Context: an optimization exercise on an open-source flow, tuned for small area and a short achievable clock period. The choices shown serve that exercise and are no tape-out recipe. At most, simulation tests tie the RTL to the original design; equivalence was not proved. Only the layout flow was run in runs 1 and 2; the RTL was not checked for function there.

==> flow/design.v (outline; a module is shown in full before it is edited, if it fits) <==
// module full_adder: 10 lines
// module final_adder: 422 lines
// module fp32_unpacker: 20 lines
// module fp32_aligner: 18 lines
// module wallace_tree_8_inputs: 505 lines
// module fp32_normalizer_rounder: 378 lines
// module fp32_packer: 14 lines
// module fp32_adder_tree_8_inputs: 258 lines
module fp32_adder_tree_8_inputs (
    input wire clk,
    input wire rst_n,
    input wire [127:0] dvr_fp32addtree8to1_s0,
    input wire [127:0] dvr_fp32addtree8to1_s1,
    input wire [2:0] cru_fp32addtree8to1,
    output wire [127:0] dr_fp32addtree8to1_d
);
  // ...
==> flow/run.sh <==
#!/bin/bash
# synth_recipe.tcl (not shown) runs the flow's synth.tcl, then flattens the netlist and writes it again
# the make line also repeats each setting of config.mk as NAME=value (left out here)
make -C /OpenROAD-flow-scripts/flow DESIGN_CONFIG=/design/flow/config.mk WORK_HOME=/design/flow/orfs CLKGATE_MAP_FILE= SYNTH_SCRIPT=/design/flow/synth_recipe.tcl finish
==> flow/config.mk <==
export PLATFORM = sky130hd
export DESIGN_NAME = fp32_adder_tree_8_inputs
export DESIGN_NICKNAME = fp32_adder_tree_8_inputs
export VERILOG_FILES = /design/flow/design.v
export SDC_FILE = /design/flow/constraint.sdc
export NUM_CORES = 8
export LEC_CHECK = 0
export ABC_AREA = 1
export CAP_MARGIN = 20
export CORE_MARGIN = 2
export CORE_UTILIZATION = 40
export SLEW_MARGIN = 20
==> flow/constraint.sdc <==
create_clock -name core_clock -period 64.0 [get_ports {clk}]
set_input_delay 12.8000 -clock core_clock [delete_from_list [all_inputs] [get_ports {clk}]]
set_output_delay 12.8000 -clock core_clock [all_outputs]
set_load 0.01 [all_outputs]
==> run_results.csv, run 1 <==
group,metric,value,unit
run_status,outcome,"no timing/DRC/antenna violations",
clock_network,cts_resized,0,
route,highest_layer,"met5",
floorplanning,die_w,301,µm
global_route,gr-usage-all-layers,31.8,%
route,detail-route-antenna-nets,0,
floorplanning,start_util,40.5,%
yosys,synth_top_family_by_area,"simple AND/OR/NAND/NOR gates",
route,dr_wl_met3,9480,µm
placement,place.port_buffers,388,
yosys,synth_edf_count,0,
clock_network,cts_setup_buffers,0,
critical_path,critPathCapture,"sum_q[1]",
yosys,synth.net_count,6819,
layout,fill_cells,9665,
route,drtIter0Drc,3627,
critical_path,cp-start-kind,"input pin",
layout,largest_register_ffs,32,
timing,fin_crit,34.21,ns
layout,largestClassByArea,"multi-input gates",
clock_network,cts-root-buf,"clkbuf_16",
route,vias,40500,
layout,multi_input_comb_area,30100,µm²
layout,final_area,40100,µm²
yosys,synth.area.mux_share,4.14,%
global_route,grt_pass1_wl,225000,µm
yosys,synth_top_flop_cell,"dfrtp_1",
layout,multi_input_area_share,75.0,%
timing,max_slew.worst_pin.slew,1.08,ns
floorplanning,taps,1155,
==> inputs of run 2 (changes only) <==
==> flow/flow/run.sh (new file) <==
#!/bin/bash
# Layout flow: the standard flow, with timing repair aimed at a setup slack
# margin so that the (otherwise unconstrained) input-to-register paths are sized.
set -o pipefail
ls -la > ls.log
cat standard.sh > standard_copy.log
export SETUP_SLACK_MARGIN=${MARGIN:-30}
bash standard.sh > standard.log 2>&1
==> flow/standard.sh (new file) <==
#!/bin/bash
# synth_recipe.tcl (not shown) runs the flow's synth.tcl, then flattens the netlist and writes it again
# the make line also repeats each setting of config.mk as NAME=value (left out here)
make -C /OpenROAD-flow-scripts/flow DESIGN_CONFIG=/design/flow/config.mk WORK_HOME=/design/flow/orfs CLKGATE_MAP_FILE= SYNTH_SCRIPT=/design/flow/synth_recipe.tcl "${@:-finish}"
removed: flow/run.sh
==> run 2 against run 1 <==
  * Synthesized cell count is the same
  * Die area is the same
  * Final area grew 0.68%
  * Utilization grew 0.31 points
  * Worst hold slack lost 0.0019 ns
  * Fmax grew 5.3%
  * Largest cell class unchanged
  * Highest routed layer unchanged
==> run_results.csv, run 2 <==
group,metric,value,unit
run_status,outcome,"no timing/DRC/antenna violations",
layout,largest_register_ffs,32,
global_route,grt_pass1_wl,225000,µm
layout,nNetsFinal,7012,
route,drt_drc_violations_left,0,
timing,rsz0062_at_grt,"false",
floorplanning,core-area,87200,µm²
route,detail-route-antenna-nets,0,
critical_path,crit_fanout,38,
yosys,yosys_warnings,1,
timing,finalHoldViolations,0,
floorplanning,die_h,301,µm
route,routed_wl,150000,µm
global_route,grt_max_degree,42,
yosys,synth.distinct_cells,58,
timing,setup_viol,0,
global_route,overflow,0,
timing,fin_crit_sh,50.8,%
hold_path,hold_class,"input pin to asynchronous set/reset pin",
clock_network,clockBufferDepth,2,
clock_network,tritoncts,"built",
floorplanning,die_w,301,µm
timing,fin_crit,32.50,ns
layout,multi_input_comb_area,30200,µm²
route,drtIter0Drc,3757,
critical_path,cp-start-kind,"input pin",
layout,regArea,876,µm²
layout,layout_commonest_cell,"nand2_1",
layout,layout_common_cells,"nand2_1, inv_1, o21ai_0",
clock_network,h-tree-depth,2,
layout,areaGrowthSynthToFinish,14.3,%
yosys,synth_top_flop_cell,"dfrtp_1",
placement,place.port_buffers,388,
placement,pre_cts_ws,29.63,ns
yosys,synth.cell_area,35300,µm²
yosys,netlist_instances,6154,
timing,maxSlewHeadroom,28.0,%
clock_network,cts-root-buf,"clkbuf_16",
floorplanning,rows,108,
clock_network,clk_pin_slew,0.05,ns
clock_network,cts_made_buffers,5,
critical_path,crit_buf_inv,15,
critical_path,critPathCaptureType,"register",
route,vias,40800,
clock_network,postCtsHoldBufs,0,
yosys,synth_common_cells,"nand2_1, inv_1, o21ai_0",
critical_path,cp.arrival,32.69,ns
yosys,yosysTopAreaCell,"nand2_1",
yosys,synth.net_count,6819,
critical_path,slowest_delay,0.68,ns
yosys,yosysTopAreaCellShare,16.7,%
placement,place.gp.congestion,1.04,
route,viasPerCell,5.43,
timing,tns,0,ns
layout,drive_above_1_share,4.80,%
floorplanning,io_pins,389,
yosys,ys_seq_area_share,2.48,%
layout,top_register,"sum_q",
global_route,grt_pass1_vias,37700,
critical_path,crit_family,"simple AND/OR/NAND/NOR gates",
critical_path,cp_data_required_time,64.19,ns
route,dr.pass1.iters,6,
floorplanning,dieArea,90600,µm²
clock_network,cts_num_sinks,35,
global_route,antenna_found_initial,6,
layout,fill_cells,9659,
timing,max_freq,30.8,MHz
yosys,synth_edf_count,0,
yosys,async_flop_share,100,%
global_route,gr-usage-all-layers,31.8,%
timing,report.final.slew_viol_count,0,
route,routedWlPerCell,20.0,µm
timing,fin_hold_ws,12.59,ns
yosys,synth-seq-cells,35,
placement,dpl.hpwl,130000,µm
layout,reg_top3,"sum_q x32, seg_q x2, valid_q x1",
timing,max_slew.worst_pin.slew,1.08,ns
critical_path,cp_slowest_cell,"inv_1",
floorplanning,start_util,40.5,%
yosys,synthTopCellsByArea,"nand2_1, fa_1, o21ai_0",
run,drv_cap,0,
critical_path,critPathKind,"input pin to register",
yosys,avgSynthCellArea,5.74,µm²
timing,fin_ws,31.50,ns
critical_path,cp_common_cell,"nand2_1",
yosys,yosysMostFrequentCell,"nand2_1",
run 2: what timing repair did:
| item | CTS | global route |
|---|---|---|
| cloned | 0 | 8 |
| pin swaps | 0 | 4 |
| buffers inserted | 0 | 9 |
| endpoints found under the setup margin | 22 | 31 |
| gates resized for setup | 1 | 48 |
run 2: layout make-up:
class,instances,area share (%)
Clock buffer,5,0.310
Antenna cell,4,0.0248
Timing Repair Buffer,452,10.8
Sequential cell,35,2.17
Tap cell,1155,3.58
Inverter,855,8.10
Multi-Input combinational cell,4991,74.8
Clock inverter,3,0.109
Timing Repair inverter,7,0.124
run 2: how the worst max path moves through the flow:
stage / cells past startpoint / slack (ns) / startpoint / end
2_1_floorplan: 107 / 35.67 / dvr_fp32addtree8to1_s1[108] / sum_q[16]
3_3_place_gp: 95 / 29.41 / dvr_fp32addtree8to1_s1[105] / sum_q[1]
3_5_place_dp: 95 / 29.63 / dvr_fp32addtree8to1_s1[105] / sum_q[1]
4_1_cts: 92 / 30.17 / dvr_fp32addtree8to1_s1[105] / sum_q[1]
5_1_grt: 102 / 30.01 / dvr_fp32addtree8to1_s1[105] / sum_q[1]
6_report: 98 / 31.50 / dvr_fp32addtree8to1_s1[105] / sum_q[1]
run 2: per-layer routing:
| layer | up-vias | GRT usage, % | share of wire [%] |
|---|---|---|---|
| met5 | - | 0 | 0.031 |
| met4 | 8 | 8.58 | 3.1 |
| met3 | 207 | 3.13 | 6.0 |
| met2 | 1385 | 53.5 | 46 |
| met1 | 19000 | 43.1 | 44 |
| li1 | 20200 | - | - |
run 2: cell families after synthesis:
kind of cell	share of synthesized area (%)
AND/OR/NAND/NOR	37.0
buffers and inverters	12.6
AO/OA/AOI/OAI	15.8
adder cells (fa/ha/maj)	18.7
XOR/XNOR	9.31
multiplexers	4.14
flip-flops	2.48
run 2: stage by stage:
step | cells | area, µm² | util [%]
final | 7507 | 40300 | 46.3
after global routing | 7504 | 40300 | 46.3
after CTS | 7485 | 40000 | 45.9
after detailed placement | 7477 | 39900 | 45.7
after global placement | 7477 | 39900 | 45.7
after floorplan | 6154 | 35300 | -
==> module fp32_adder_tree_8_inputs, before the edit <==
module fp32_adder_tree_8_inputs (
    input wire clk,
    input wire rst_n,
    input wire [127:0] dvr_fp32addtree8to1_s0,
    input wire [127:0] dvr_fp32addtree8to1_s1,
    input wire [2:0] cru_fp32addtree8to1,
    output wire [127:0] dr_fp32addtree8to1_d
);
    genvar i;
    wire [7:0] sgn, hid, inf, nan;
    wire [7:0] ex [0:7];
    wire [22:0] man [0:7];
    generate
        for (i = 0; i < 8; i = i + 1) begin : unpack_gen
            fp32_unpacker u (
                .fp_in({dvr_fp32addtree8to1_s1[16*i +: 16], dvr_fp32addtree8to1_s0[16*i +: 16]}),
                .sign(sgn[i]), .exponent(ex[i]), .hidden(hid[i]), .mantissa(man[i]),
                .is_inf(inf[i]), .is_nan(nan[i]));
        end
    endgenerate
    wire pinf = |(inf & ~sgn);
    wire ninf = |(inf & sgn);
    wire res_nan = (|nan) | (pinf & ninf);
    wire res_inf = pinf | ninf;
    wire all_neg = &sgn;
    wire [7:0] m01 = (ex[0] > ex[1]) ? ex[0] : ex[1];
    wire [7:0] m23 = (ex[2] > ex[3]) ? ex[2] : ex[3];
    wire [7:0] m45 = (ex[4] > ex[5]) ? ex[4] : ex[5];
    wire [7:0] m67 = (ex[6] > ex[7]) ? ex[6] : ex[7];
    wire [7:0] m03 = (m01 > m23) ? m01 : m23;
    wire [7:0] m47 = (m45 > m67) ? m45 : m67;
    wire [7:0] emax = (m03 > m47) ? m03 : m47;
    wire [255:0] aligned;
    generate
        for (i = 0; i < 8; i = i + 1) begin : align_gen
            fp32_aligner a (
                .sign(sgn[i]), .hidden(hid[i]), .mantissa(man[i]),
                .diff(emax - ex[i]),
                .aligned(aligned[32*i +: 32]));
        end
    endgenerate
    wire [35:0] row_a, row_b, sum;
    wallace_tree_8_inputs tree (.data_in(aligned), .sgn(sgn), .row_a(row_a), .row_b(row_b));
    final_adder cpa (.a(row_a), .b(row_b), .sum(sum));
    wire neg = sum[35];
    wire [34:0] mag;
    wire [34:0] sx = sum[34:0] ^ {35{neg}};
    wire ng_1 = sx[1] & sx[0];
    wire ng_2 = sx[2] & sx[1];
    wire ng_3 = sx[3] & sx[2];
    wire ng_4 = sx[4] & sx[3];
    wire ng_5 = sx[5] & sx[4];
    wire ng_6 = sx[6] & sx[5];
    wire ng_7 = sx[7] & sx[6];
    wire ng_8 = sx[8] & sx[7];
    wire ng_9 = sx[9] & sx[8];
    wire ng_10 = sx[10] & sx[9];
    wire ng_11 = sx[11] & sx[10];
    wire ng_12 = sx[12] & sx[11];
    wire ng_13 = sx[13] & sx[12];
    wire ng_14 = sx[14] & sx[13];
    wire ng_15 = sx[15] & sx[14];
    wire ng_16 = sx[16] & sx[15];
    wire ng_17 = sx[17] & sx[16];
    wire ng_18 = sx[18] & sx[17];
    wire ng_19 = sx[19] & sx[18];
    wire ng_20 = sx[20] & sx[19];
    wire ng_21 = sx[21] & sx[20];
    wire ng_22 = sx[22] & sx[21];
    wire ng_23 = sx[23] & sx[22];
    wire ng_24 = sx[24] & sx[23];
    wire ng_25 = sx[25] & sx[24];
    wire ng_26 = sx[26] & sx[25];
    wire ng_27 = sx[27] & sx[26];
    wire ng_28 = sx[28] & sx[27];
    wire ng_29 = sx[29] & sx[28];
    wire ng_30 = sx[30] & sx[29];
    wire ng_31 = sx[31] & sx[30];
    wire ng_32 = sx[32] & sx[31];
    wire ng_33 = sx[33] & sx[32];
    wire ng_34 = sx[34] & sx[33];
    wire ng_35 = ng_2 & sx[0];
    wire ng_36 = ng_3 & ng_1;
    wire ng_37 = ng_4 & ng_2;
    wire ng_38 = ng_5 & ng_3;
    wire ng_39 = ng_6 & ng_4;
    wire ng_40 = ng_7 & ng_5;
    wire ng_41 = ng_8 & ng_6;
    wire ng_42 = ng_9 & ng_7;
    wire ng_43 = ng_10 & ng_8;
    wire ng_44 = ng_11 & ng_9;
    wire ng_45 = ng_12 & ng_10;
    wire ng_46 = ng_13 & ng_11;
    wire ng_47 = ng_14 & ng_12;
    wire ng_48 = ng_15 & ng_13;
    wire ng_49 = ng_16 & ng_14;
    wire ng_50 = ng_17 & ng_15;
    wire ng_51 = ng_18 & ng_16;
    wire ng_52 = ng_19 & ng_17;
    wire ng_53 = ng_20 & ng_18;
    wire ng_54 = ng_21 & ng_19;
    wire ng_55 = ng_22 & ng_20;
    wire ng_56 = ng_23 & ng_21;
    wire ng_57 = ng_24 & ng_22;
    wire ng_58 = ng_25 & ng_23;
    wire ng_59 = ng_26 & ng_24;
    wire ng_60 = ng_27 & ng_25;
    wire ng_61 = ng_28 & ng_26;
    wire ng_62 = ng_29 & ng_27;
    wire ng_63 = ng_30 & ng_28;
    wire ng_64 = ng_31 & ng_29;
    wire ng_65 = ng_32 & ng_30;
    wire ng_66 = ng_33 & ng_31;
    wire ng_67 = ng_34 & ng_32;
    wire ng_68 = ng_37 & sx[0];
    wire ng_69 = ng_38 & ng_1;
    wire ng_70 = ng_39 & ng_35;
    wire ng_71 = ng_40 & ng_36;
    wire ng_72 = ng_41 & ng_37;
    wire ng_73 = ng_42 & ng_38;
    wire ng_74 = ng_43 & ng_39;
    wire ng_75 = ng_44 & ng_40;
    wire ng_76 = ng_45 & ng_41;
    wire ng_77 = ng_46 & ng_42;
    wire ng_78 = ng_47 & ng_43;
    wire ng_79 = ng_48 & ng_44;
    wire ng_80 = ng_49 & ng_45;
    wire ng_81 = ng_50 & ng_46;
    wire ng_82 = ng_51 & ng_47;
    wire ng_83 = ng_52 & ng_48;
    wire ng_84 = ng_53 & ng_49;
    wire ng_85 = ng_54 & ng_50;
    wire ng_86 = ng_55 & ng_51;
    wire ng_87 = ng_56 & ng_52;
    wire ng_88 = ng_57 & ng_53;
    wire ng_89 = ng_58 & ng_54;
    wire ng_90 = ng_59 & ng_55;
    wire ng_91 = ng_60 & ng_56;
    wire ng_92 = ng_61 & ng_57;
    wire ng_93 = ng_62 & ng_58;
    wire ng_94 = ng_63 & ng_59;
    wire ng_95 = ng_64 & ng_60;
    wire ng_96 = ng_65 & ng_61;
    wire ng_97 = ng_66 & ng_62;
    wire ng_98 = ng_67 & ng_63;
    wire ng_99 = ng_72 & sx[0];
    wire ng_100 = ng_73 & ng_1;
    wire ng_101 = ng_74 & ng_35;
    wire ng_102 = ng_75 & ng_36;
    wire ng_103 = ng_76 & ng_68;
    wire ng_104 = ng_77 & ng_69;
    wire ng_105 = ng_78 & ng_70;
    wire ng_106 = ng_79 & ng_71;
    wire ng_107 = ng_80 & ng_72;
    wire ng_108 = ng_81 & ng_73;
    wire ng_109 = ng_82 & ng_74;
    wire ng_110 = ng_83 & ng_75;
    wire ng_111 = ng_84 & ng_76;
    wire ng_112 = ng_85 & ng_77;
    wire ng_113 = ng_86 & ng_78;
    wire ng_114 = ng_87 & ng_79;
    wire ng_115 = ng_88 & ng_80;
    wire ng_116 = ng_89 & ng_81;
    wire ng_117 = ng_90 & ng_82;
    wire ng_118 = ng_91 & ng_83;
    wire ng_119 = ng_92 & ng_84;
    wire ng_120 = ng_93 & ng_85;
    wire ng_121 = ng_94 & ng_86;
    wire ng_122 = ng_95 & ng_87;
    wire ng_123 = ng_96 & ng_88;
    wire ng_124 = ng_97 & ng_89;
    wire ng_125 = ng_98 & ng_90;
    wire ng_126 = ng_107 & sx[0];
    wire ng_127 = ng_108 & ng_1;
    wire ng_128 = ng_109 & ng_35;
    wire ng_129 = ng_110 & ng_36;
    wire ng_130 = ng_111 & ng_68;
    wire ng_131 = ng_112 & ng_69;
    wire ng_132 = ng_113 & ng_70;
    wire ng_133 = ng_114 & ng_71;
    wire ng_134 = ng_115 & ng_99;
    wire ng_135 = ng_116 & ng_100;
    wire ng_136 = ng_117 & ng_101;
    wire ng_137 = ng_118 & ng_102;
    wire ng_138 = ng_119 & ng_103;
    wire ng_139 = ng_120 & ng_104;
    wire ng_140 = ng_121 & ng_105;
    wire ng_141 = ng_122 & ng_106;
    wire ng_142 = ng_123 & ng_107;
    wire ng_143 = ng_124 & ng_108;
    wire ng_144 = ng_125 & ng_109;
    wire ng_145 = ng_142 & sx[0];
    wire ng_146 = ng_143 & ng_1;
    wire ng_147 = ng_144 & ng_35;
    assign mag[0] = sx[0] ^ neg;
    assign mag[1] = sx[1] ^ (neg & sx[0]);
    assign mag[2] = sx[2] ^ (neg & ng_1);
    assign mag[3] = sx[3] ^ (neg & ng_35);
    assign mag[4] = sx[4] ^ (neg & ng_36);
    assign mag[5] = sx[5] ^ (neg & ng_68);
    assign mag[6] = sx[6] ^ (neg & ng_69);
    assign mag[7] = sx[7] ^ (neg & ng_70);
    assign mag[8] = sx[8] ^ (neg & ng_71);
    assign mag[9] = sx[9] ^ (neg & ng_99);
    assign mag[10] = sx[10] ^ (neg & ng_100);
    assign mag[11] = sx[11] ^ (neg & ng_101);
    assign mag[12] = sx[12] ^ (neg & ng_102);
    assign mag[13] = sx[13] ^ (neg & ng_103);
    assign mag[14] = sx[14] ^ (neg & ng_104);
    assign mag[15] = sx[15] ^ (neg & ng_105);
    assign mag[16] = sx[16] ^ (neg & ng_106);
    assign mag[17] = sx[17] ^ (neg & ng_126);
    assign mag[18] = sx[18] ^ (neg & ng_127);
    assign mag[19] = sx[19] ^ (neg & ng_128);
    assign mag[20] = sx[20] ^ (neg & ng_129);
    assign mag[21] = sx[21] ^ (neg & ng_130);
    assign mag[22] = sx[22] ^ (neg & ng_131);
    assign mag[23] = sx[23] ^ (neg & ng_132);
    assign mag[24] = sx[24] ^ (neg & ng_133);
    assign mag[25] = sx[25] ^ (neg & ng_134);
    assign mag[26] = sx[26] ^ (neg & ng_135);
    assign mag[27] = sx[27] ^ (neg & ng_136);
    assign mag[28] = sx[28] ^ (neg & ng_137);
    assign mag[29] = sx[29] ^ (neg & ng_138);
    assign mag[30] = sx[30] ^ (neg & ng_139);
    assign mag[31] = sx[31] ^ (neg & ng_140);
    assign mag[32] = sx[32] ^ (neg & ng_141);
    assign mag[33] = sx[33] ^ (neg & ng_145);
    assign mag[34] = sx[34] ^ (neg & ng_146);
    wire ng_148 = neg & ng_147;
    wire zero = ~|sum;
    wire sign = neg | (zero & all_neg);
    wire [30:0] res;
    wire overflow;
    fp32_normalizer_rounder nr (.mag(mag), .exp_in(emax), .res(res), .overflow(overflow));
    wire [31:0] fp_sum_result;
    fp32_packer pk (.res_nan(res_nan), .res_inf(res_inf), .inf_sign(ninf),
                    .overflow(overflow), .sign(sign), .res(res), .fp_out(fp_sum_result));
    reg [31:0] sum_q;
    reg        valid_q;
    reg [1:0]  seg_q;
    always @(posedge clk or negedge rst_n) begin
        if (!rst_n) begin
            sum_q   <= 32'b0;
            valid_q <= 1'b0;
            seg_q   <= 2'b0;
        end else begin
            sum_q   <= fp_sum_result;
            valid_q <= cru_fp32addtree8to1[2];
            seg_q   <= cru_fp32addtree8to1[1:0];
        end
    end
    assign dr_fp32addtree8to1_d = {
        {32{valid_q & (seg_q == 2'b11)}} & sum_q,
        {32{valid_q & (seg_q == 2'b10)}} & sum_q,
        {32{valid_q & (seg_q == 2'b01)}} & sum_q,
        {32{valid_q & (seg_q == 2'b00)}} & sum_q};
endmodule
==> inputs of run 3 (changes only) <==
--- a/flow/design.v
+++ b/flow/design.v
@@ -1392,9 +1392,19 @@
     wire all_neg = &sgn;
-    wire [7:0] m01 = (ex[0] > ex[1]) ? ex[0] : ex[1];
-    wire [7:0] m23 = (ex[2] > ex[3]) ? ex[2] : ex[3];
-    wire [7:0] m45 = (ex[4] > ex[5]) ? ex[4] : ex[5];
-    wire [7:0] m67 = (ex[6] > ex[7]) ? ex[6] : ex[7];
-    wire [7:0] m03 = (m01 > m23) ? m01 : m23;
-    wire [7:0] m47 = (m45 > m67) ? m45 : m67;
-    wire [7:0] emax = (m03 > m47) ? m03 : m47;
+    function [7:0] max2(input [7:0] a, input [7:0] b);
+        reg c;
+        integer k;
+        begin
+            c = 1'b1;
+            for (k = 0; k < 8; k = k + 1)
+                c = (a[k] & ~b[k]) | ((a[k] | ~b[k]) & c);
+            max2 = c ? a : b;
+        end
+    endfunction
+    wire [7:0] m01 = max2(ex[0], ex[1]);
+    wire [7:0] m23 = max2(ex[2], ex[3]);
+    wire [7:0] m45 = max2(ex[4], ex[5]);
+    wire [7:0] m67 = max2(ex[6], ex[7]);
+    wire [7:0] m03 = max2(m01, m23);
+    wire [7:0] m47 = max2(m45, m67);
+    wire [7:0] emax = max2(m03, m47);
     wire [255:0] aligned;
==> run 3 against run 2 <==
  * Count of clock-buffer cells in the layout is the same
  * Synthesized area decreased by 4.1%
  * Final cell count fell by 4.1%
  * Critical path depth up 31
  * Routed wire length fell by 7.1%
  * Critical endpoint is now sum_q[18]
  * Final area is 3.3% lower
  * Die area is 4.0% lower
  * Via count down 5.5%
  * Synthesized cell count shrank 5.0%
  * Sequential cell count unchanged
  * Global-route usage decreased by 0.81 points
==> run_results.csv, run 3 <==
group,metric,value,unit
layout,fill_cells,9141,
route,viasPerCell,5.35,
yosys,async_flop_share,100,%
route,vias,38500,
critical_path,cp_slowest_cell,"clkdlybuf4s50_1",
floorplanning,die_h,295,µm
yosys,ys_seq_area_share,2.59,%
global_route,gr-usage-all-layers,30.9,%
floorplanning,core-area,83700,µm²
yosys,synth_top_flop_cell,"dfrtp_1",
critical_path,critPathKind,"input pin to register",
route,drtIter0Drc,3609,
yosys,synthTopCellsByArea,"nand2_1, fa_1, xor2_1",
clock_network,h-tree-depth,2,
layout,layout_common_cells,"nand2_1, inv_1, nor2_1",
timing,fin_hold_ws,12.93,ns
run,drv_cap,0,
yosys,synth_edf_count,0,
critical_path,critPathCaptureType,"register",
global_route,grt_pass1_wl,208000,µm
timing,max_slew.worst_pin.slew,1.07,ns
route,drt_drc_violations_left,0,
hold_path,hold_class,"input pin to asynchronous set/reset pin",
critical_path,cp_data_required_time,64.16,ns
layout,layout_commonest_cell,"nand2_1",
floorplanning,dieArea,87000,µm²
yosys,synth.cell_area,33900,µm²
yosys,avgSynthCellArea,5.79,µm²
timing,rsz0062_at_grt,"false",
timing,report.final.slew_viol_count,0,
yosys,yosysMostFrequentCell,"nand2_1",
critical_path,crit_buf_inv,16,
critical_path,cp-start-kind,"input pin",
critical_path,crit_fanout,30,
floorplanning,io_pins,389,
yosys,synth.net_count,6459,
yosys,yosysTopAreaCellShare,16.5,%
yosys,synth_common_cells,"nand2_1, inv_1, nor2_1",
floorplanning,die_w,295,µm
run_status,outcome,"no timing/DRC/antenna violations",
yosys,yosysTopAreaCell,"nand2_1",
timing,finalHoldViolations,0,
floorplanning,start_util,40.5,%
clock_network,cts_num_sinks,35,
timing,fin_crit,32.07,ns
critical_path,cp_common_cell,"nand2_1",
layout,drive_above_1_share,5.62,%
critical_path,cp.arrival,32.24,ns
timing,setup_viol,0,
global_route,grt_max_degree,45,
critical_path,slowest_delay,0.60,ns
placement,dpl.hpwl,120000,µm
timing,maxSlewHeadroom,28.4,%
clock_network,clk_pin_slew,0.05,ns
route,dr.pass1.iters,9,
timing,max_freq,31.2,MHz
clock_network,tritoncts,"built",
layout,reg_top3,"sum_q x32, seg_q x2, valid_q x1",
timing,fin_crit_sh,50.1,%
critical_path,crit_family,"simple AND/OR/NAND/NOR gates",
global_route,overflow,0,
clock_network,postCtsHoldBufs,0,
global_route,antenna_found_initial,1,
global_route,grt_pass1_vias,36100,
clock_network,cts-root-buf,"clkbuf_16",
clock_network,cts_made_buffers,5,
floorplanning,rows,106,
placement,place.port_buffers,388,
clock_network,clockBufferDepth,2,
yosys,yosys_warnings,1,
layout,nNetsFinal,6678,
yosys,synth.distinct_cells,70,
layout,largest_register_ffs,32,
route,routedWlPerCell,19.4,µm
yosys,netlist_instances,5845,
layout,areaGrowthSynthToFinish,15.2,%
layout,top_register,"sum_q",
placement,place.gp.congestion,1.04,
route,routed_wl,140000,µm
yosys,synth-seq-cells,35,
timing,tns,0,ns
route,detail-route-antenna-nets,0,
run 3: area by class of cell:
cell class | count | area [µm²] | share of cell area, %
antenna | 1 | 2.50 | 0.00641
clock buffer | 5 | 125 | 0.321
clock inverter | 3 | 20.0 | 0.0513
inverter | 866 | 3290 | 8.43
multi-input combinational | 4689 | 28800 | 73.8
sequential | 35 | 876 | 2.24
tap | 1134 | 1420 | 3.64
timing repair buffer | 463 | 4480 | 11.5
timing repair inverter | 4 | 22.5 | 0.0577
run 3: cell families (layout without fill, tap and decap cells):
family / Yosys count / in the layout / synth area share [%]
simple gates: 2862 / 2866 / 37.0
buf+inv: 1125 / 1341 / 13.2
compound gates: 926 / 926 / 15.0
xor+xnor: 400 / 400 / 10.4
fa+ha+maj: 353 / 353 / 17.6
mux: 144 / 144 / 4.26
flops: 35 / 35 / 2.59
other cells: 0 / 1 / 0
run 3: repair_timing:
item	4_1_cts	5_1_grt
gates cloned	0	8
gates resized for setup	4	31
endpoints found under the setup margin	25	31
pin swaps	0	5
endpoints found under the hold margin	0	0
setup buffers	0	13
run 3: per-stage QoR:
stage	instances	setup slack [ns]	util, %	cell area (µm²)
2_1_floorplan	5845	35.04	-	33900
3_3_place_gp	7170	29.72	46.1	38500
3_5_place_dp	7170	29.33	46.1	38500
4_1_cts	7178	30.09	46.2	38700
5_1_grt	7199	30.04	46.6	39000
6_report	7200	31.93	46.6	39000
run 3: worst paths after layout:
kind,from,endpoint,depth (start not counted)
worst max-delay path,dvr_fp32addtree8to1_s1[8],sum_q[18],129
worst min-delay path,rst_n,sum_q[13],2
max in group asynchronous,rst_n,sum_q[22],2
min in group core_clock,cru_fp32addtree8to1[2],valid_q,1
run 3: layer usage:
| layer | up-vias | wire length (µm) | global-route usage (%) | part of all wire [%] |
|---|---|---|---|---|
| li1 | 19100 | - | - | - |
| met1 | 17700 | 60700 | 41.5 | 44 |
| met2 | 1487 | 61900 | 50.5 | 44 |
| met3 | 208 | 12200 | 5.30 | 8.8 |
| met4 | 0 | 4680 | 9.53 | 3.4 |
| met5 | - | 0 | 0 | 0 |
==> inputs of run 4 (changes only) <==
--- a/flow/config.mk
+++ b/flow/config.mk
@@ -10,3 +10,3 @@
 export CORE_MARGIN = 2
-export CORE_UTILIZATION = 40
+export CORE_UTILIZATION = 65
 export SLEW_MARGIN = 20
==> run 4 against run 3 <==
  * Critical path depth is 4 lower
  * Via count is 5.9% higher
  * Worst hold slack better by 0.014 ns
  * Global-route usage is 16 points higher
  * Largest cell class unchanged
  * Fmax is 1.4% lower
  * Highest routed layer unchanged
  * Final area is 1.9% lower
  * Die area is 38% lower
==> run_results.csv, run 4 <==
group,metric,value,unit
run_status,outcome,"no timing/DRC/antenna violations",
layout,areaGrowthSynthToFinish,13.0,%
yosys,async_flop_share,100,%
clock_network,clk_pin_slew,0.06,ns
yosys,yosysTopAreaCellShare,16.5,%
floorplanning,die_h,232,µm
placement,place.port_buffers,388,
floorplanning,io_pins,389,
global_route,overflow,0,
global_route,grt_pass1_wl,200000,µm
layout,finalNonFillerCells,6734,
placement,dpl.hpwl,110000,µm
timing,report.final.slew_viol_count,0,
clock_network,postCtsHoldBufs,0,
timing,max_slew.worst_pin.slew,1.21,ns
global_route,antenna_found_initial,3,
clock_network,tritoncts,"built",
layout,final_area,38300,µm²
layout,nNetsFinal,6661,
critical_path,cp_num_cells,125,
floorplanning,rows,83,
clock_network,cts-root-buf,"clkbuf_16",
yosys,ys_seq_area_share,2.59,%
clock_network,cts_num_sinks,35,
yosys,synthTopCellsByArea,"nand2_1, fa_1, xor2_1",
clock_network,h-tree-depth,2,
critical_path,cp.arrival,32.68,ns
route,routed_wl,132000,µm
timing,fin_hold_ws,12.94,ns
route,detail-route-antenna-nets,0,
yosys,synth_xor_area_share,10.4,%
layout,postLayoutCoreUtil,74.4,%
floorplanning,core-area,51400,µm²
yosys,synth_compound_area_share,15.0,%
critical_path,cp-start-kind,"input pin",
global_route,grt_pass1_vias,36800,
timing,tns,0,ns
yosys,yosysMostFrequentCell,"nand2_1",
floorplanning,die_w,232,µm
critical_path,critPathKind,"input pin to register",
timing,finalHoldViolations,0,
floorplanning,dieArea,53900,µm²
layout,drive_above_1_share,5.29,%
yosys,yosysTopAreaCell,"nand2_1",
critical_path,cp_common_cell,"nand2_1",
layout,largest_register_ffs,32,
hold_path,hold_class,"input pin to asynchronous set/reset pin",
layout,top_register,"sum_q",
yosys,netlist_instances,5845,
critical_path,critPathCapture,"sum_q[20]",
yosys,synth.cell_area,33900,µm²
critical_path,cp_data_required_time,64.16,ns
clock_network,cts_made_buffers,5,
timing,setup_viol,0,
layout,layout_commonest_cell,"nand2_1",
clock_network,clockBufferDepth,2,
yosys,avgSynthCellArea,5.79,µm²
critical_path,crit_start,"dvr_fp32addtree8to1_s1[40]",
timing,maxSlewHeadroom,19.1,%
critical_path,crit_family,"simple AND/OR/NAND/NOR gates",
critical_path,critPathCaptureType,"register",
yosys,synthSimpleGateAreaFrac,37.0,%
route,dr.pass1.iters,9,
critical_path,slowest_delay,0.68,ns
route,vias,40800,
route,routedWlPerCell,19.6,µm
placement,placed_cells,6708,
global_route,grt_max_degree,45,
layout,fill_cells,4450,
yosys,yosys_warnings,1,
global_route,gr-usage-all-layers,47.1,%
timing,max_freq,30.7,MHz
route,drtIter0Drc,5969,
route,drt_drc_violations_left,0,
yosys,synth_top_flop_cell,"dfrtp_1",
placement,place.gp.congestion,1.13,
yosys,synth.distinct_cells,70,
yosys,synth_top_family_by_area,"simple AND/OR/NAND/NOR gates",
yosys,synth.area.mux_share,4.26,%
critical_path,crit_fanout,30,
timing,fin_crit_sh,50.8,%
critical_path,crit_buf_inv,16,
layout,layout_common_cells,"nand2_1, inv_1, nor2_1",
yosys,synth-seq-cells,35,
floorplanning,start_util,65.9,%
critical_path,cp_slowest_cell,"clkdlybuf4s50_1",
yosys,synth.net_count,6459,
timing,rsz0062_at_grt,"false",
yosys,synth_edf_count,0,
layout,reg_top3,"sum_q x32, seg_q x2, valid_q x1",
route,viasPerCell,6.06,
yosys,yosys.area_share.adder,17.6,%
yosys,synth_common_cells,"nand2_1, inv_1, nor2_1",
placement,placed_cell_area,37900,µm²
run,drv_cap,0,
timing,fin_crit,32.52,ns
-- run 4: cell counts after synthesis --
No cell type changed its count.
-- run 4: worst min path at each step --
stage | startpoint | end | slack [ns] | cells after the start
finish | rst_n | seg_q[0] | 12.94 | 2
global route | cru_fp32addtree8to1[2] | valid_q | 12.97 | 1
CTS | rst_n | seg_q[0] | 12.95 | 2
detailed placement | rst_n | sum_q[7] | 13.23 | 2
global placement | rst_n | sum_q[7] | 13.22 | 2
floorplan | rst_n | seg_q[0] | 12.50 | 0
-- run 4: cells by family after synthesis --
| kind of cell | after synthesis |
|---|---|
| AND/OR/NAND/NOR | 2862 |
| buffers and inverters | 1125 |
| AO/OA/AOI/OAI | 926 |
| XOR/XNOR | 400 |
| adder cells (fa/ha/maj) | 353 |
| multiplexers | 144 |
| flip-flops | 35 |
-- run 4: metrics by stage --
stage	worst slack (ns)
after floorplan	35.04
final	31.48
after CTS	30.30
after detailed placement	30.15
after global placement	30.80
after global routing	30.03
-- run 4: area by class of cell --
cell class	instances	area, µm²	area share [%]
antenna	6	15.0	0.0392
clock inverter	3	20.0	0.0523
clock buffer	5	125	0.327
multi-input combinational	4688	28800	75.1
timing repair buffer	446	4320	11.3
inverter	866	3280	8.58
tap	680	851	2.22
sequential	35	876	2.29
timing repair inverter	5	25.0	0.0654
-- run 4: timing repair --
| action | 4_1_cts | 5_1_grt |
|---|---|---|
| buffers inserted | 0 | 4 |
| endpoints found under the setup margin | 0 | 31 |
| gates resized for setup | 0 | 28 |
-- run 4: per-layer routing --
metal  part of all wire [%]  GRT usage [%]  vias up
met5                      0              0        -
met4                    7.4           29.9        0
met3                     13           9.65      523
met2                     42           73.1     2817
met1                     37           59.6    18400
li1                       -              -    19100
==> inputs of run 5 (changes only) <==
--- a/flow/config.mk
+++ b/flow/config.mk
@@ -11,2 +11,3 @@
 export CORE_UTILIZATION = 65
+export PLACE_DENSITY = 0.8
 export SLEW_MARGIN = 20
==> run 5 against run 4 <==
  * Worst hold slack better by 0.034 ns
  * Sequential share of layout area about the same
  * Fmax grew 0.42%
  * Synthesized cell count did not move
  * Final cell count up 0.21%
  * Non-clock buffer count rose by 12
  * Largest cell class unchanged
  * Routed wire length up 1.0%
  * Worst setup slack gained 0.14 ns
  * First-iteration DRC count is 10% lower
==> run_results.csv, run 5 <==
group,metric,value,unit
floorplanning,io_pins,389,
critical_path,crit_fanout,30,
yosys,synthTopCellsByArea,"nand2_1, fa_1, xor2_1",
yosys,synth.cell_area,33900,µm²
clock_network,cts-root-buf,"clkbuf_16",
yosys,async_flop_share,100,%
yosys,synth.net_count,6459,
floorplanning,start_util,65.9,%
layout,reg_top3,"sum_q x32, seg_q x2, valid_q x1",
layout,top_register,"sum_q",
run_status,outcome,"no timing/DRC/antenna violations",
yosys,synth_top_flop_cell,"dfrtp_1",
global_route,grt_max_degree,45,
clock_network,cts_made_buffers,5,
floorplanning,die_w,232,µm
layout,layout_commonest_cell,"nand2_1",
timing,fin_crit_sh,50.6,%
route,routedWlPerCell,19.8,µm
yosys,synth.distinct_cells,70,
placement,place.gp.congestion,1.12,
route,viasPerCell,6.04,
timing,maxSlewHeadroom,25.4,%
global_route,overflow,0,
timing,rsz0062_at_grt,"false",
global_route,grt_pass1_vias,36800,
critical_path,cp-start-kind,"input pin",
yosys,yosysTopAreaCell,"nand2_1",
global_route,gr-usage-all-layers,47.3,%
clock_network,clockBufferDepth,2,
yosys,ys_seq_area_share,2.59,%
yosys,avgSynthCellArea,5.79,µm²
floorplanning,rows,83,
clock_network,postCtsHoldBufs,0,
global_route,grt_pass1_wl,200000,µm
layout,finalNonFillerCells,6748,
yosys,synth-seq-cells,35,
critical_path,cp_data_required_time,64.16,ns
clock_network,h-tree-depth,2,
floorplanning,dieArea,53900,µm²
layout,multi_input_comb_area,28700,µm²
timing,fin_crit,32.39,ns
yosys,netlist_instances,5845,
layout,regArea,876,µm²
layout,largest_register_ffs,32,
critical_path,slowest_delay,0.57,ns
route,vias,40800,
run,drv_cap,0,
timing,finalHoldViolations,0,
timing,setup_viol,0,
placement,dpl.hpwl,110000,µm
yosys,synth_common_cells,"nand2_1, inv_1, nor2_1",
yosys,yosys_warnings,1,
yosys,yosysMostFrequentCell,"nand2_1",
layout,drive_above_1_share,5.56,%
critical_path,cp_slowest_cell,"clkdlybuf4s50_1",
yosys,yosysTopAreaCellShare,16.5,%
route,routed_wl,134000,µm
layout,fill_cells,4437,
timing,tns,0,ns
timing,max_freq,30.9,MHz
route,drtIter0Drc,5358,
clock_network,clk_pin_slew,0.05,ns
timing,max_slew.worst_pin.slew,1.11,ns
critical_path,critPathCaptureType,"register",
layout,areaGrowthSynthToFinish,13.4,%
placement,placed_cells,6707,
clock_network,tritoncts,"built",
route,drt_drc_violations_left,0,
critical_path,critPathKind,"input pin to register",
layout,nNetsFinal,6674,
floorplanning,core-area,51400,µm²
placement,place.port_buffers,388,
timing,report.final.slew_viol_count,0,
route,detail-route-antenna-nets,0,
clock_network,cts_num_sinks,35,
critical_path,cp.arrival,32.55,ns
critical_path,cp_common_cell,"nand2_1",
global_route,antenna_found_initial,9,
hold_path,hold_class,"input pin to register",
route,dr.pass1.iters,9,
layout,layout_common_cells,"nand2_1, inv_1, nor2_1",
yosys,synth_edf_count,0,
floorplanning,die_h,232,µm
-- run 5: cell counts after synthesis --
Identical to the previous run, type by type.
-- run 5: layout make-up --
| type | instances | area share (%) |
|---|---|---|
| repair inverters | 6 | 0.0782 |
| clock buffers | 7 | 0.345 |
| diodes | 7 | 0.0456 |
| well taps | 680 | 2.21 |
| clock inverters | 1 | 0.0130 |
| repair buffers | 458 | 11.6 |
| multi-input cells | 4688 | 74.8 |
| inverters | 866 | 8.58 |
| flip-flops and latches | 35 | 2.28 |
-- run 5: final timing paths --
kind | start | to | slack, ns | cells after the start
max in group asynchronous | rst_n | sum_q[23] | 50.69 | 2
worst min-delay path | cru_fp32addtree8to1[2] | valid_q | 12.98 | 1
min in group asynchronous | rst_n | sum_q[0] | 12.99 | 2
worst max-delay path | dvr_fp32addtree8to1_s1[40] | sum_q[19] | 31.61 | 130
-- run 5: critical path, delay by kind of cell --
kind,cells,cell delay [ns]
xor+xnor,4,0.87
fa+ha+maj,10,3.94
compound gates,14,2.27
simple gates,81,9.39
buf+inv,21,3.22
-- run 5: cells by family after synthesis --
kind of cell,share of synthesized area [%]
compound gates,15.0
xor+xnor,10.4
fa+ha+maj,17.6
buf+inv,13.2
flops,2.59
mux,4.26
simple gates,37.0
-- run 5: metal layers --
metal,wire [µm],vias to the layer above,track usage [%],share of wire (%)
li1,-,19100,-,-
met1,49000,18300,59.0,37
met2,56400,2777,72.7,42
met3,17600,613,11.3,13
met4,10500,6,31.2,7.9
met5,38,-,0,0.028
-- run 5: timing repair --
item                       in CTS  in global routing
resized for setup               0                 40
setup endpoints to repair       0                 31
setup buffers                   0                 17
-- run 5: through the flow --
step | hold slack, ns | util, % | instance area [µm²] | setup slack (ns)
after global placement | 13.22 | 73.7 | 37900 | 30.72
after detailed placement | 13.25 | 73.7 | 37900 | 30.12
after CTS | 12.96 | 73.9 | 38000 | 30.33
after global routing | 12.97 | 74.7 | 38400 | 29.93
after floorplan | 12.50 | - | 33900 | 35.04
final | 12.98 | 74.7 | 38400 | 31.61
==> inputs of run 6 (changes only) <==
==> flow/flow/run.sh (replaced) <==
#!/bin/bash
# Layout flow: ORFS, with two changes to its synthesis script and a setup
# margin for timing repair.
#  - synthesis: Yosys's generic synth step runs without its quick ABC pass, so
#    the full adders written in the RTL reach extract_fa as written (no
#    inverters around them); the final ABC mapping uses flow/abc.script.
#  - layout: standard steps; repair_timing aims at SETUP_SLACK_MARGIN.
# Each tool's output goes to ORFS's own logs (orfs/logs/...); make's output to flow.log.
set -euo pipefail
HERE=$(pwd)
FL=$HERE/flow
source $FL/params.sh
sed -e 's#^source \$::env(SCRIPTS_DIR)/synth_preamble.tcl#&\nset abc_args [lreplace $abc_args 1 1 '"$FL"'/abc.script]#' \
    -e 's#synth -top \$::env(DESIGN_NAME) -run fine: {\*}\$synth_full_args#& -noabc#' \
    $FLOW_HOME/scripts/synth.tcl > $HERE/my_synth.tcl
grep -q -- '-noabc' $HERE/my_synth.tcl
grep -q 'abc.script\]' $HERE/my_synth.tcl
sed -e "s#source \$::env(SCRIPTS_DIR)/synth.tcl#source $HERE/my_synth.tcl#" synth_recipe.tcl > my_synth_recipe.tcl
grep -q my_synth.tcl my_synth_recipe.tcl
sed -e "s#SYNTH_SCRIPT=[^ ]*#SYNTH_SCRIPT=$HERE/my_synth_recipe.tcl#" standard.sh > my_standard.sh
grep -q my_synth_recipe.tcl my_standard.sh
export SETUP_SLACK_MARGIN=$MARGIN
bash my_standard.sh finish > flow.log 2>&1
==> flow/flow/abc.script (new file) <==
strash
dch
amap
topo
stime -c
buffer -c
upsize -c
dnsize -c
==> flow/flow/params.sh (new file) <==
MARGIN=30
--- a/flow/config.mk
+++ b/flow/config.mk
@@ -10,4 +10,3 @@
 export CORE_MARGIN = 2
-export CORE_UTILIZATION = 65
-export PLACE_DENSITY = 0.8
+export CORE_UTILIZATION = 40
 export SLEW_MARGIN = 20
==> run 6 against run 5 <==
  * Utilization down 19 points
  * Still clean
  * Highest routed layer unchanged
  * Via count is 11% lower
==> run_results.csv, run 6 <==
group,metric,value,unit
yosys,yosysMostFrequentCell,"nor2_1",
layout,layout_commonest_cell,"nor2_1",
yosys,synth.distinct_cells,80,
yosys,async_flop_share,100,%
yosys,synth_common_cells,"nor2_1, o22ai_1, o21ai_0",
critical_path,crit_buf_inv,71,
timing,setup_viol,0,
clock_network,postCtsHoldBufs,0,
global_route,antenna_found_initial,7,
route,viasPerCell,6.26,
floorplanning,dieArea,72400,µm²
layout,areaGrowthSynthToFinish,39.1,%
yosys,ys_seq_area_share,3.12,%
clock_network,h-tree-depth,2,
layout,reg_top3,"sum_q x32, seg_q x2, valid_q x1",
yosys,synthTopCellsByArea,"fa_1, o22a_1, o22ai_1",
yosys,avgSynthCellArea,6.61,µm²
layout,postLayoutCoreUtil,56.0,%
layout,finalNonFillerCells,5787,
layout,fill_cells,6718,
yosys,synth.cell_area,28100,µm²
timing,report.final.slew_viol_count,0,
timing,max_freq,26.8,MHz
timing,fin_crit_sh,58.4,%
route,drt_drc_violations_left,0,
layout,final_area,39100,µm²
layout,drive_above_1_share,22.8,%
critical_path,slowest_delay,0.64,ns
placement,dpl.hpwl,104000,µm
global_route,grt_pass1_vias,32800,
layout,top_register,"sum_q",
placement,placed_cells,5322,
placement,place.port_buffers,388,
route,routedWlPerCell,23.8,µm
floorplanning,core-area,69800,µm²
timing,tns,0,ns
critical_path,cp_slowest_cell,"fa_2",
critical_path,critPathCaptureType,"register",
route,detail-route-antenna-nets,0,
yosys,yosys_warnings,1,
timing,fin_crit,37.38,ns
yosys,synth.net_count,4866,
critical_path,cp.arrival,37.53,ns
floorplanning,rows,97,
timing,maxSlewHeadroom,18.2,%
yosys,netlist_instances,4250,
timing,fin_hold_ws,12.61,ns
placement,placed_cell_area,33000,µm²
placement,place.gp.congestion,1.01,
placement,pre_cts_ws,21.61,ns
yosys,yosysTopAreaCell,"fa_1",
global_route,overflow,0,
floorplanning,io_pins,389,
timing,rsz0062_at_grt,"true",
route,dr.pass1.iters,6,
timing,finalHoldViolations,0,
global_route,gr-usage-all-layers,35.7,%
critical_path,cp_data_required_time,64.15,ns
layout,layout_common_cells,"nor2_1, o22ai_1, buf_4",
floorplanning,start_util,40.3,%
yosys,synth_edf_count,0,
route,drtIter0Drc,4301,
clock_network,cts_num_sinks,35,
hold_path,hold_class,"input pin to asynchronous set/reset pin",
critical_path,critPathKind,"input pin to register",
floorplanning,die_h,269,µm
global_route,grt_pass1_wl,199000,µm
critical_path,cp_common_cell,"buf_4",
timing,fin_ws,26.62,ns
timing,max_slew.worst_pin.slew,1.22,ns
critical_path,cp_num_cells,168,
yosys,synth_top_flop_cell,"dfrtp_1",
clock_network,clockBufferDepth,2,
route,vias,36200,
critical_path,crit_fanout,25,
layout,largest_register_ffs,32,
critical_path,cp-start-kind,"input pin",
clock_network,tritoncts,"built",
global_route,grt_max_degree,69,
floorplanning,die_w,269,µm
clock_network,cts-root-buf,"clkbuf_16",
clock_network,clk_pin_slew,0.05,ns
yosys,yosysTopAreaCellShare,14.8,%
clock_network,cts_made_buffers,5,
run_status,outcome,"no timing/DRC/antenna violations",
critical_path,crit_family,"compound AO/OA/AOI/OAI gates",
yosys,synth-seq-cells,35,
layout,nNetsFinal,5457,
run,drv_cap,0,
route,routed_wl,137000,µm
==> run 6: changes by cell type after synthesis, sizes merged, moves of 68 or more <==
| cell | previous run | this run |
|---|---|---|
| o22a | 0 | 363 |
| o22ai | 23 | 466 |
| nor2 | 649 | 540 |
| xor2 | 349 | 1 |
| clkbuf | 204 | 272 |
| inv | 841 | 330 |
| nand3 | 414 | 148 |
| nand2 | 1542 | 397 |
| o221ai | 1 | 130 |
| o21ai | 639 | 417 |
| mux2i | 144 | 0 |
| a21oi | 132 | 205 |
==> run 6: cell families after synthesis <==
| group | synth area share, % |
|---|---|
| AOI/OAI and AO/OA | 42.6 |
| DFF | 3.12 |
| buffers and inverters | 9.18 |
| xor gates and xnor gates | 0.187 |
| and+or+nand+nor | 23.6 |
| adders and majority gates | 21.3 |
==> run 6: path summary, 6_finish.rpt <==
kind	from	endpoint	slack [ns]
worst max-delay path	dvr_fp32addtree8to1_s1[103]	sum_q[22]	26.62
worst min-delay path	rst_n	sum_q[6]	12.61
max in group asynchronous	rst_n	sum_q[31]	50.90
min in group core_clock	cru_fp32addtree8to1[0]	seg_q[0]	12.97
==> run 6: repair_timing <==
action	4_1_cts	5_1_grt
gates cloned	38	8
setup buffers	306	100
hold endpoints to repair	0	0
gates resized for setup	475	207
setup endpoints to repair	32	31
pin swaps	115	87
==> run 6: layout make-up <==
| cell class | instances | area, µm² | area share, % |
|---|---|---|---|
| repair buffers | 878 | 8340 | 21.3 |
| multi-input cells | 3550 | 26800 | 68.6 |
| well taps | 940 | 1180 | 3.01 |
| inverters | 355 | 1610 | 4.11 |
| flip-flops and latches | 35 | 876 | 2.24 |
| repair inverters | 16 | 98.8 | 0.253 |
| diodes | 5 | 12.5 | 0.0320 |
| clock buffers | 8 | 156 | 0.400 |
==> run 6: routing by layer <==
metal / wire length [µm] / vias up / share of wire (%) / track usage, %
met1: 57200 / 16900 / 42 / 47.9
met4: 6700 / 4 / 4.9 / 13.6
li1: - / 17300 / - / -
met3: 11900 / 309 / 8.7 / 5.25
met5: 26 / - / 0.019 / 0
met2: 61700 / 1736 / 45 / 57.7
==> inputs of run 7 (changes only) <==
==> flow/flow/params.sh (replaced) <==
MARGIN=0
==> run 7 against run 6 <==
  * Still clean on timing, DRC and antenna
  * Worst setup slack worse by 5.6 ns
  * Sequential cell count stayed put
  * Fmax is 13% lower
  * Count of clock-buffer cells in the layout is 3 lower
  * Non-clock buffer count is 429 lower
  * Die area stayed put
==> run_results.csv, run 7 <==
group,metric,value,unit
timing,fin_crit_sh,67.1,%
route,routed_wl,118000,µm
yosys,yosysMostFrequentCell,"nor2_1",
route,dr.pass1.iters,10,
global_route,gr-usage-all-layers,31.3,%
critical_path,cp.arrival,43.13,ns
clock_network,cts_resized,0,
layout,areaGrowthSynthToFinish,16.2,%
yosys,synthTopCellsByArea,"fa_1, o22a_1, o22ai_1",
layout,reg_top3,"sum_q x32, seg_q x2, valid_q x1",
yosys,async_flop_share,100,%
placement,place.gp.congestion,1.04,
critical_path,critPathCaptureType,"register",
yosys,yosysTopAreaCellShare,14.8,%
yosys,yosys_warnings,1,
timing,setup_viol,0,
critical_path,crit_fanout,44,
critical_path,cp-start-kind,"input pin",
clock_network,postCtsHoldBufs,0,
floorplanning,dieArea,72400,µm²
layout,nNetsFinal,5004,
layout,top_register,"sum_q",
route,routedWlPerCell,22.2,µm
clock_network,h-tree-depth,2,
yosys,yosysTopAreaCell,"fa_1",
hold_path,hold_class,"input pin to asynchronous set/reset pin",
placement,dpl.hpwl,100000,µm
yosys,synth_edf_count,0,
clock_network,tritoncts,"built",
critical_path,cp_data_required_time,64.15,ns
floorplanning,rows,97,
clock_network,clk_pin_slew,0.05,ns
route,drt_drc_violations_left,0,
global_route,overflow,0,
global_route,grt_max_degree,69,
layout,drive_above_1_share,6.08,%
run_status,outcome,"no timing/DRC/antenna violations",
floorplanning,start_util,40.3,%
critical_path,cp_common_cell,"inv_2",
yosys,avgSynthCellArea,6.61,µm²
global_route,grt_pass1_wl,176000,µm
layout,largest_register_ffs,32,
yosys,synth.distinct_cells,80,
critical_path,slowest_delay,0.89,ns
yosys,netlist_instances,4250,
route,drtIter0Drc,3986,
layout,layout_common_cells,"nor2_1, o22ai_1, nand2_1",
timing,rsz0062_at_grt,"false",
critical_path,critPathKind,"input pin to register",
timing,report.final.slew_viol_count,0,
yosys,ys_seq_area_share,3.12,%
timing,maxSlewHeadroom,23.9,%
clock_network,cts_made_buffers,5,
placement,placed_cell_area,32400,µm²
floorplanning,die_w,269,µm
yosys,synth-seq-cells,35,
timing,fin_crit,42.97,ns
timing,max_slew.worst_pin.slew,1.14,ns
route,vias,33000,
layout,final_area,32600,µm²
route,detail-route-antenna-nets,0,
global_route,grt_pass1_vias,29600,
timing,fin_ws,21.03,ns
timing,fin_hold_ws,12.62,ns
yosys,synth_common_cells,"nor2_1, o22ai_1, o21ai_0",
placement,pre_cts_ws,20.93,ns
run,drv_cap,0,
clock_network,cts_num_sinks,35,
timing,tns,0,ns
layout,layout_commonest_cell,"nor2_1",
yosys,synth.cell_area,28100,µm²
timing,finalHoldViolations,0,
timing,max_freq,23.3,MHz
floorplanning,die_h,269,µm
layout,postLayoutCoreUtil,46.8,%
placement,place.port_buffers,388,
clock_network,clockBufferDepth,2,
floorplanning,core-area,69800,µm²
yosys,synth.net_count,4866,
global_route,antenna_found_initial,3,
yosys,synth_top_flop_cell,"dfrtp_1",
clock_network,cts-root-buf,"clkbuf_16",
critical_path,cp_slowest_cell,"clkinv_1",
clock_network,cts_setup_buffers,0,
floorplanning,io_pins,389,
route,viasPerCell,6.19,
[run 7: worst max path at each step]
stage	slack (ns)	cells past startpoint	to	start
after floorplan	27.04	170	sum_q[21]	dvr_fp32addtree8to1_s1[110]
after CTS	21.16	164	sum_q[10]	dvr_fp32addtree8to1_s1[40]
after detailed placement	20.93	164	sum_q[15]	dvr_fp32addtree8to1_s1[40]
after global routing	18.47	167	sum_q[24]	dvr_fp32addtree8to1_s1[40]
after global placement	21.66	169	sum_q[21]	dvr_fp32addtree8to1_s1[40]
final	21.03	164	sum_q[5]	dvr_fp32addtree8to1_s1[40]
[run 7: kinds of logic after synthesis]
logic type / count (synthesis) / synth area share [%]
compound gates: 1745 / 42.6
buf+inv: 673 / 9.18
fa+ha+maj: 355 / 21.3
flops: 35 / 3.12
xor+xnor: 6 / 0.187
simple gates: 1436 / 23.6
[run 7: metrics by stage]
stage                     cells
after floorplan            4250
after global placement     5321
after detailed placement   5321
after CTS                  5329
after global routing       5330
final                      5331
[run 7: routing by layer]
metal | up-vias | GRT usage (%) | part of all wire, %
met3 | 200 | 3.24 | 7.4
met5 | - | 0 | 0.0068
li1 | 16300 | - | -
met4 | 2 | 10.5 | 3.9
met1 | 15200 | 43.3 | 44
met2 | 1356 | 50.8 | 45
[run 7: worst max-delay path, delay by kind of cell]
family	cells	cell delay [ns]
adders and majority gates	8	3.86
AOI/OAI and AO/OA	62	12.86
buffers and inverters	40	6.77
and+or+nand+nor	54	6.75
[run 7: final cells by class]
type                       count  area, µm²
fill                        7315      37100
multi-input combinational   3542      24800
timing repair buffer         449       4300
inverter                     355       1330
tap                          940       1180
sequential                    35        876
clock buffer                   5        125
clock inverter                 3       43.8
antenna                        2       5.00
==> inputs of run 8 (changes only) <==
==> flow/flow/params.sh (replaced) <==
MARGIN=24
==> run 8 against run 7 <==
  * Via count rose by 4.5%
  * Highest routed layer unchanged
  * Routed wire length is 6.2% higher
  * Fmax increased by 12%
  * Global-route usage increased by 0.31 points
==> run_results.csv, run 8 <==
group,metric,value,unit
clock_network,cts-root-buf,"clkbuf_16",
timing,fin_crit_sh,59.9,%
layout,reg_top3,"sum_q x32, seg_q x2, valid_q x1",
floorplanning,rows,97,
global_route,overflow,0,
yosys,synthSimpleGateAreaFrac,23.6,%
yosys,yosys.area_share.adder,21.3,%
critical_path,critPathKind,"input pin to register",
floorplanning,start_util,40.3,%
clock_network,cts_num_sinks,35,
yosys,synth_compound_area_share,42.6,%
critical_path,cp_data_required_time,64.16,ns
timing,tns,0,ns
clock_network,clk_pin_slew,0.06,ns
layout,multi_input_comb_area,25700,µm²
route,drt_drc_violations_left,0,
layout,top_register,"sum_q",
timing,setup_viol,0,
timing,report.final.slew_viol_count,0,
floorplanning,core-area,69800,µm²
critical_path,cp.arrival,38.49,ns
layout,nNetsFinal,5182,
yosys,avgSynthCellArea,6.61,µm²
floorplanning,io_pins,389,
timing,max_slew.worst_pin.slew,1.18,ns
yosys,yosysMostFrequentCell,"nor2_1",
route,detail-route-antenna-nets,0,
clock_network,h-tree-depth,2,
timing,finalHoldViolations,0,
route,vias,34500,
route,routedWlPerCell,22.8,µm
run,drv_cap,0,
layout,drive_above_1_share,14.0,%
yosys,synth_xor_area_share,0.187,%
yosys,synth.distinct_cells,80,
floorplanning,die_w,269,µm
critical_path,slowest_delay,0.66,ns
route,dr.pass1.iters,6,
yosys,synth_top_family_by_area,"compound AO/OA/AOI/OAI gates",
yosys,netlist_instances,4250,
critical_path,critPathCaptureType,"register",
clock_network,postCtsHoldBufs,0,
route,drtIter0Drc,4495,
global_route,antenna_found_initial,5,
hold_path,hold_class,"input pin to asynchronous set/reset pin",
timing,maxSlewHeadroom,20.5,%
yosys,ys_seq_area_share,3.12,%
yosys,synth_top_flop_cell,"dfrtp_1",
floorplanning,die_h,269,µm
placement,place.port_buffers,388,
route,routed_wl,125000,µm
yosys,synth_common_cells,"nor2_1, o22ai_1, o21ai_0",
timing,max_freq,26.1,MHz
placement,place.gp.congestion,1.04,
clock_network,tritoncts,"built",
global_route,gr-usage-all-layers,31.6,%
yosys,synth-seq-cells,35,
layout,largest_register_ffs,32,
route,viasPerCell,6.26,
layout,layout_common_cells,"nor2_1, o22ai_1, nand2_1",
yosys,synth_edf_count,0,
layout,areaGrowthSynthToFinish,26.1,%
critical_path,cp_common_cell,"inv_2",
clock_network,cts_made_buffers,5,
critical_path,cp-start-kind,"input pin",
global_route,grt_pass1_vias,29900,
yosys,yosysTopAreaCell,"fa_1",
yosys,synth.cell_area,28100,µm²
critical_path,cp_slowest_cell,"fa_2",
yosys,yosysTopAreaCellShare,14.8,%
global_route,grt_pass1_wl,177000,µm
timing,fin_crit,38.32,ns
yosys,synthTopCellsByArea,"fa_1, o22a_1, o22ai_1",
timing,fin_hold_ws,12.62,ns
yosys,synth.net_count,4866,
layout,layout_commonest_cell,"nor2_1",
yosys,async_flop_share,100,%
run_status,outcome,"no timing/DRC/antenna violations",
floorplanning,dieArea,72400,µm²
layout,regArea,876,µm²
yosys,synth.area.mux_share,0,%
critical_path,crit_fanout,11,
layout,postLayoutCoreUtil,50.8,%
placement,dpl.hpwl,100000,µm
timing,rsz0062_at_grt,"false",
layout,fill_cells,7073,
clock_network,clockBufferDepth,2,
global_route,grt_max_degree,69,
yosys,yosys_warnings,1,
run 8: cell families after synthesis:
family | Yosys count
buffers and inverters | 673
AND/OR/NAND/NOR | 1436
AO/OA/AOI/OAI | 1745
XOR/XNOR | 6
adder cells (fa/ha/maj) | 355
flip-flops | 35
run 8: worst max-delay path: cells and delay by family:
family                     cells  cell delay, ns
AOI/OAI and AO/OA             64           10.01
and+or+nand+nor               60            8.17
buffers and inverters         42            4.79
adders and majority gates      7            2.67
run 8: final timing paths:
path / from / endpoint
min in group core_clock: cru_fp32addtree8to1[1] / seg_q[1]
max in group asynchronous: rst_n / sum_q[0]
max: dvr_fp32addtree8to1_s1[24] / sum_q[25]
min: rst_n / sum_q[22]
run 8: layer usage:
| layer | up-vias | GRT usage [%] | part of all wire, % |
|---|---|---|---|
| li1 | 16700 | - | - |
| met1 | 15800 | 43.5 | 42 |
| met2 | 1672 | 50.9 | 45 |
| met3 | 278 | 3.56 | 8.7 |
| met4 | 4 | 11.5 | 4.6 |
| met5 | - | 0 | 0.013 |
run 8: metrics by stage:
step                      setup slack [ns]  instances  cell area, µm²
after floorplan                      27.04       4250           28100
after global placement               21.66       5321           32400
after detailed placement             20.93       5321           32400
after CTS                            24.07       5343           32900
after global routing                 23.73       5508           35400
final                                25.68       5508           35400
run 8: repair_timing:
item | 4_1_cts | 5_1_grt
resized for setup | 75 | 330
setup buffers | 8 | 130
pin swaps | 7 | 84
gates cloned | 6 | 34
setup endpoints to repair | 31 | 31
run 8: layout make-up:
| cell class | instances | area share (%) |
|---|---|---|
| clock buffer | 5 | 0.353 |
| sequential | 35 | 2.47 |
| multi-input combinational | 3548 | 72.5 |
| clock inverter | 3 | 0.124 |
| timing repair inverter | 17 | 0.258 |
| inverter | 355 | 4.31 |
| antenna | 1 | 0.00707 |
| timing repair buffer | 604 | 16.7 |
| tap | 940 | 3.32 |

-- port drivers added, routing unchanged --
In the flow no input, the clock included, has a driving cell. The finished layouts below were timed again as built, in two steps.
Step 1, drivers: a clkbuf_16 drives clk and a buf_2 each remaining input, both assumed.
Step 2 adds t to the input delays and takes it off the output delays; t is the mean of the earliest and latest rising clock arrival at the registers after step 1. Input paths then give back, and output paths get back, about the clock's delay inside the block.
Slacks: ideal ports / drivers / drivers and shift; pairs: ideal ports / drivers.
| run | t, ns | setup WS [ns] | hold WS [ns] | worst slew at a driven data input, ns |
|---|---|---|---|---|
| run 1 | 0.311 | 29.791 / 29.805 / 29.494 | 12.592 / 12.592 / 12.903 | 0.14 |
| run 2 | 0.311 | 31.500 / 31.513 / 31.202 | 12.591 / 12.591 / 12.902 | 0.15 |
| run 3 | 0.312 | 31.925 / 31.936 / 31.624 | 12.930 / 12.946 / 13.258 | 0.11 |
| run 4 | 0.318 | 31.476 / 31.489 / 31.171 | 12.944 / 12.966 / 13.284 | 0.11 |
| run 5 | 0.317 | 31.611 / 31.617 / 31.300 | 12.978 / 12.991 / 13.308 | 0.14 |
| run 6 | 0.305 | 26.617 / 26.613 / 26.308 | 12.611 / 12.609 / 12.914 | 0.13 |
| run 7 | 0.311 | 21.025 / 21.029 / 20.717 | 12.621 / 12.627 / 12.938 | 0.09 |
| run 8 | 0.312 | 25.677 / 25.686 / 25.374 | 12.620 / 12.626 / 12.939 | 0.09 |
After both steps setup and hold are still met in every run listed. The setup slack of run 5, which loses most, moves by +0.006 ns with the drivers and by -0.311 ns with both steps.
